Source: an optimization exercise on an open RTL-to-GDS flow (aim: small area, a short achievable clock period and few clock cycles). Production flows keep margins and buffers that such runs may drop. No activity file was given, so power comes from the tool's default toggle rates.

==> flow/design.v <==
module mag_cmp2 (
    input  wire [30:0] a,
    input  wire [30:0] b,
    output wire [3:0]  p       
);
    assign p = {a[30:15] > b[30:15], a[30:15] < b[30:15],
                a[14:0]  > b[14:0],  a[14:0]  < b[14:0]};
endmodule
module fp_class (
    input  wire [31:0] x,
    output wire [2:0]  c
);
    assign c = {x[31], (x[30:23] == 8'hff) && (x[22:0] != 0), x[30:23] == 8'h00};
endmodule
module fp_gt_s2 (
    input  wire [3:0] p,
    input  wire [2:0] ca,
    input  wire [2:0] cb,
    output wire       a_gt_b,
    output wire       b_gt_a
);
    wire gh = p[3], lh = p[2], gl = p[1], ll = p[0];
    wire mg = gh || (!lh && gl);
    wire ml = lh || (!gh && ll);
    wire sa = ca[2], sb = cb[2];
    wire ok = !ca[1] && !cb[1] && !(ca[0] && cb[0]);
    assign a_gt_b = ok && ((!sa && sb) || (!sa && !sb && mg) || (sa && sb && ml));
    assign b_gt_a = ok && ((sa && !sb) || (!sa && !sb && ml) || (sa && sb && mg));
endmodule
module peak_finder_fp (
    input clk,
    input rst_n,
    output reg [12:0] bram_addr,
    input wire [31:0] bram_data,
    output reg [0:0]  web,
    output wire [6:0] addrb,
    output wire [44:0] dinb,
    input wire [31:0] threshold,
    input wire        start,
    output reg        done
);
    localparam T_NONE = 3'd0, T_BF = 3'd1, T_B1 = 3'd2, T_BM = 3'd3, T_BL = 3'd4,
               T_TS = 3'd5, T_TP = 3'd6, T_FIN = 3'd7;
    localparam S_IDLE = 3'd0, S_BASE = 3'd1, S_RR = 3'd2, S_RRT = 3'd3,
               S_REP = 3'd4, S_FINW = 3'd5;
    localparam D_NB = 2'd0, D_TS = 2'd1, D_LNB = 2'd2, D_BF = 2'd3;
    reg [2:0] st;
    reg [2:0] tA, tB, tC, tD;
    reg [2:0] bc;           
    reg [2:0] cd;           
    reg       fb, m0, pg0;  
    reg       last, phantom;
    reg       rrt_last;
    reg [1:0] dt;           
    reg [6:0] off;          
    reg [12:0] E;           
    reg [31:0] r1;          
    reg [3:0]  pw, pt;      
    reg [2:0]  cp, ct;      
    reg [12:0] widx;
    reg [5:0]  cnt;         
    reg        cand;
    reg        SF;          
    reg [4:0]  S;           
    reg        lastc;       
    reg        PF, PL;      
    reg [4:0]  PS;
    assign addrb = {1'b0, cnt};
    assign dinb  = {widx, r1};
    wire [3:0] pw_n, pt_n;
    mag_cmp2 m1w (.a(bram_data[30:0]), .b(r1[30:0]),        .p(pw_n));
    mag_cmp2 m1t (.a(bram_data[30:0]), .b(threshold[30:0]), .p(pt_n));
    wire [2:0] cw, ct_n;
    fp_class kw (.x(r1), .c(cw));
    fp_class kt (.x(threshold), .c(ct_n));
    wire f_wr, f_rw, f_wt, f_tw;
    fp_gt_s2 c2w (.p(pw), .ca(cw), .cb(cp), .a_gt_b(f_wr), .b_gt_a(f_rw));
    fp_gt_s2 c2t (.p(pt), .ca(cw), .cb(ct), .a_gt_b(f_wt), .b_gt_a(f_tw));
    wire confirm = (tC == T_TS) || ((tD == T_TP) && f_wr);
    wire term    = confirm && (cnt == 6'd34);
    wire bl_issue = (st == S_BASE) && (bc == 3'd1);
    wire op_ok    = (dt == D_TS) ? !cd[0] :
                    (dt == D_NB || dt == D_LNB) ? !cd[1] : 1'b1;
    wire rr_go    = (st == S_RR) && op_ok;
    wire xfer     = (tD == T_BF);
    wire pg0_n    = bl_issue ? m0 : pg0;
    wire [4:0] PS_clr = {1'b0, PS[3] & PS[4], PS[2] & (|PS[4:3]),
                         PS[1] & (|PS[4:2]), PS[0] & (|PS[4:1])};
    function [8:0] desc(input f, input [4:0] s, input l, input g0);
        casez ({f, s, l})
            7'b1??????: desc = {D_NB, g0 ? -7'sd59 : -7'sd58};
            7'b01?????: desc = {D_TS, -7'sd58};
            7'b001????: desc = {D_TS, -7'sd57};
            7'b0001???: desc = {D_TS, -7'sd56};
            7'b00001??: desc = {D_TS, -7'sd55};
            7'b000001?: desc = {D_TS, -7'sd54};
            7'b0000001: desc = {D_LNB, -7'sd52};
            default:    desc = {D_BF, 7'sd49};
        endcase
    endfunction
    reg        PF_n, PL_n;
    reg [4:0]  PS_n;
    reg [1:0]  dt_n;
    reg [6:0]  off_n;
    always @(*) begin
        PF_n = PF; PS_n = PS; PL_n = PL;
        dt_n = dt; off_n = off;
        if (xfer) begin
            PF_n = SF; PS_n = S; PL_n = lastc;
            {dt_n, off_n} = desc(SF, S, lastc, pg0_n);
        end else if (rr_go) begin
            case (dt)
                D_NB: begin
                    PF_n = 1'b0;
                    dt_n = desc(1'b0, PS, PL, 1'b0) >> 7;
                    off_n = -7'sd53;
                end
                D_TS: begin
                    PS_n = PS_clr;
                    {dt_n, off_n} = desc(1'b0, PS_clr, PL, 1'b0);
                end
                D_LNB: begin
                    PL_n = 1'b0;
                    dt_n = D_BF;
                    off_n = -7'sd53;
                end
                default: ;
            endcase
        end else if (st == S_RRT) begin
            {dt_n, off_n} = desc(1'b0, PS, PL, 1'b0);
        end
    end
    wire [12:0] rel_addr = E + {{6{off[6]}}, off};
    wire [12:0] inc_addr = bram_addr + 13'd1;
    always @(posedge clk) begin
        r1 <= bram_data;
        pw <= pw_n;
        pt <= pt_n;
        cp <= cw;
        ct <= ct_n;
        PF <= PF_n;
        PS <= PS_n;
        PL <= PL_n;
        pg0 <= pg0_n;
        dt <= dt_n;
        off <= off_n;
        cd <= {1'b0, cd[2:1]};
        if (tA == T_TS || tB == T_TP) widx <= bram_addr;
        if (web) cnt <= cnt + 6'd1;
        case (tD)
            T_BF: begin
                S <= 5'd0;
                cand <= f_wt;
            end
            T_B1: begin
                SF <= cand & f_rw;
                cand <= f_wt & f_wr;
            end
            T_BM: begin
                S <= {S[3:0], cand & f_rw};
                cand <= f_wt & f_wr;
            end
            T_BL: begin
                S <= {S[3:0], cand & f_rw};
                lastc <= f_wt & f_wr;
            end
            default: ;
        endcase
        case (st)
            S_IDLE: begin
                if (start) begin
                    bram_addr <= 13'd899;
                    bc <= 3'd5;
                    fb <= 1'b1; m0 <= 1'b0;
                    last <= 1'b0; phantom <= 1'b0;
                    SF <= 1'b0; S <= 5'd0; lastc <= 1'b0;
                    cnt <= 6'd0;
                end
            end
            S_BASE: begin
                bram_addr <= inc_addr;
                bc <= bc - 3'd1;
                if (bc == 3'd1) begin
                    E <= inc_addr;
                    m0 <= fb;
                    fb <= 1'b0;
                    if (bram_addr == 13'd8164) last <= 1'b1;
                end
            end
            S_RR: begin
                if (op_ok) begin
                    case (dt)
                        D_NB: begin  
                            bram_addr <= rel_addr;
                            rrt_last <= 1'b0;
                        end
                        D_TS: begin
                            bram_addr <= rel_addr;
                            cd <= 3'b011;
                        end
                        D_LNB: begin  
                            bram_addr <= rel_addr;
                            rrt_last <= 1'b1;
                        end
                        default: begin
                            if (!phantom) begin
                                bram_addr <= rel_addr;
                                bc <= 3'd4;
                                if (last) phantom <= 1'b1;
                            end
                        end
                    endcase
                end
            end
            S_RRT: begin
                bram_addr <= rrt_last ? rel_addr : inc_addr;
                cd <= 3'b111;
            end
            default: ;
        endcase
        if (!rst_n) begin
            st <= S_IDLE;
            tA <= T_NONE; tB <= T_NONE; tC <= T_NONE; tD <= T_NONE;
            web <= 1'b0;
            done <= 1'b0;
        end else begin
            if (st == S_IDLE) begin
                tB <= T_NONE;
                tC <= T_NONE;
                tD <= T_NONE;
            end else begin
                tB <= tA;
                tC <= tB;
                tD <= tC;
            end
            web <= confirm && (cnt != 6'd34);
            done <= ((st == S_FINW) && (tD == T_FIN)) || term;
            tA <= T_NONE;
            case (st)
                S_IDLE: begin
                    if (start) begin
                        tA <= T_BF;
                        st <= S_BASE;
                    end
                end
                S_BASE: begin
                    tA <= (bc == 3'd1) ? T_BL : (tA == T_BF) ? T_B1 : T_BM;
                    if (bc == 3'd1) st <= S_RR;
                end
                S_RR: begin
                    if (op_ok) begin
                        case (dt)
                            D_NB:  st <= S_RRT;
                            D_TS: tA <= T_TS;
                            D_LNB: st <= S_RRT;
                            default: begin
                                if (phantom) begin
                                    tA <= T_FIN;
                                    st <= S_FINW;
                                end else begin
                                    tA <= T_BF;
                                    st <= S_BASE;
                                end
                            end
                        endcase
                    end
                end
                S_RRT: begin
                    tA <= T_TP;
                    st <= S_REP;
                end
                S_REP: st <= S_RR;
                S_FINW: begin
                    if (tD == T_FIN) st <= S_IDLE;
                end
                default: st <= S_IDLE;
            endcase
            if (term) begin
                st <= S_IDLE;
                tA <= T_NONE;
            end
        end
    end
endmodule
clock: 5.0 ns
lec_check: 0
cap_margin: 20
core_margin: 2
core_utilization: 40
setup_slack_margin: 2.8
slew_margin: 20
standard.sh (not shown) runs the stock make flow with config.mk's settings and CLKGATE_MAP_FILE= SYNTH_SCRIPT=/design/flow/synth_recipe.tcl, a recipe that flattens the netlist after the stock synthesis.
==> flow/flow/run.sh <==
#!/bin/bash
# The standard layout (the standard.sh, standard synthesis unchanged), with
# the port buffers that placement inserts made of sky130_fd_sc_hd__buf_1
# instead of the resizer's default pick. Every port still gets its buffer.
set -euo pipefail
bash standard.sh "BUFFER_PORTS_ARGS=-buffer_cell sky130_fd_sc_hd__buf_1" finish > standard.log 2>&1
The baseline completed with no timing, DRC or antenna violations.
Rerun with:
--- a/flow/design.v
+++ b/flow/design.v
@@ -51,5 +51,4 @@
     reg       fb, m0, pg0;  
     reg       last, phantom;
-    reg       rrt_last;
     reg [1:0] dt;           
     reg [6:0] off;          
@@ -114,5 +113,5 @@
                     PF_n = 1'b0;
                     dt_n = desc(1'b0, PS, PL, 1'b0) >> 7;
-                    off_n = -7'sd53;
+                    off_n = pg0 ? -7'sd58 : -7'sd57;
                 end
                 D_TS: begin
@@ -127,5 +126,5 @@
                 default: ;
             endcase
-        end else if (st == S_RRT) begin
+        end else if (st == S_REP) begin
             {dt_n, off_n} = desc(1'b0, PS, PL, 1'b0);
         end
@@ -167,8 +166,8 @@
             default: ;
         endcase
+        bram_addr <= (st == S_IDLE) ? 13'd899 : (st == S_BASE) ? inc_addr : rel_addr;
         case (st)
             S_IDLE: begin
                 if (start) begin
-                    bram_addr <= 13'd899;
                     bc <= 3'd5;
                     fb <= 1'b1; m0 <= 1'b0;
@@ -179,5 +178,4 @@
             end
             S_BASE: begin
-                bram_addr <= inc_addr;
                 bc <= bc - 3'd1;
                 if (bc == 3'd1) begin
@@ -191,19 +189,7 @@
                 if (op_ok) begin
                     case (dt)
-                        D_NB: begin  
-                            bram_addr <= rel_addr;
-                            rrt_last <= 1'b0;
-                        end
-                        D_TS: begin
-                            bram_addr <= rel_addr;
-                            cd <= 3'b011;
-                        end
-                        D_LNB: begin  
-                            bram_addr <= rel_addr;
-                            rrt_last <= 1'b1;
-                        end
-                        default: begin
+                        D_TS: cd <= 3'b011;
+                        D_BF: begin
                             if (!phantom) begin
-                                bram_addr <= rel_addr;
                                 bc <= 3'd4;
                                 if (last) phantom <= 1'b1;
@@ -213,8 +199,5 @@
                 end
             end
-            S_RRT: begin
-                bram_addr <= rrt_last ? rel_addr : inc_addr;
-                cd <= 3'b111;
-            end
+            S_RRT: cd <= 3'b111;
             default: ;
         endcase
After rerunning: The changed run completed with no timing, DRC or antenna violations. Area after synthesis shrinks by 1.8%. Hold slack gains 0.0031 ns. Flip-flop and latch count went down by 1. Wire length fell by 2.5%. Utilization is about the same. Setup slack gets worse by 0.020 ns. Sequential power went down by 26%. Die area goes down by 1.7%. Power drops by 31%. Via count went down by 2.7%.
No functional check of the RTL was part of any run of this note.

-- re-timing with driven ports --
The results above use ideal ports. As a check the final layouts listed here were re-extracted and re-timed, cells and wires unchanged.
Step 1 (the two cells are an assumption about what drives the block):
set clk [get_ports {clk}]
set_driving_cell -lib_cell sky130_fd_sc_hd__clkbuf_16 $clk
set_driving_cell -lib_cell sky130_fd_sc_hd__buf_2 [delete_from_list [all_inputs] $clk]
Step 2 moves the port delays by t, midway between the first and last clock arrival at a register: inputs arrive t later, outputs are due t later. That takes back most of the time a late clock gives input paths.
Slacks: ideal ports / drivers / drivers and shift; pairs: ideal ports / drivers.
run | t, ns | setup slack, ns | hold WS [ns] | worst slew at a driven data input, ns | cell pins on the clock port's net
the first run | 0.463 | 2.828 / 2.828 / 2.450 | 0.418 / 0.418 / 0.418 | 0.05 | 1
the second run | 0.457 | 2.808 / 2.808 / 2.450 | 0.421 / 0.421 / 0.421 | 0.06 | 1
After both steps every run listed still meets setup and hold. The setup slack of the first run, which loses most, moves by 0.000 ns with the drivers and by -0.378 ns with both steps.
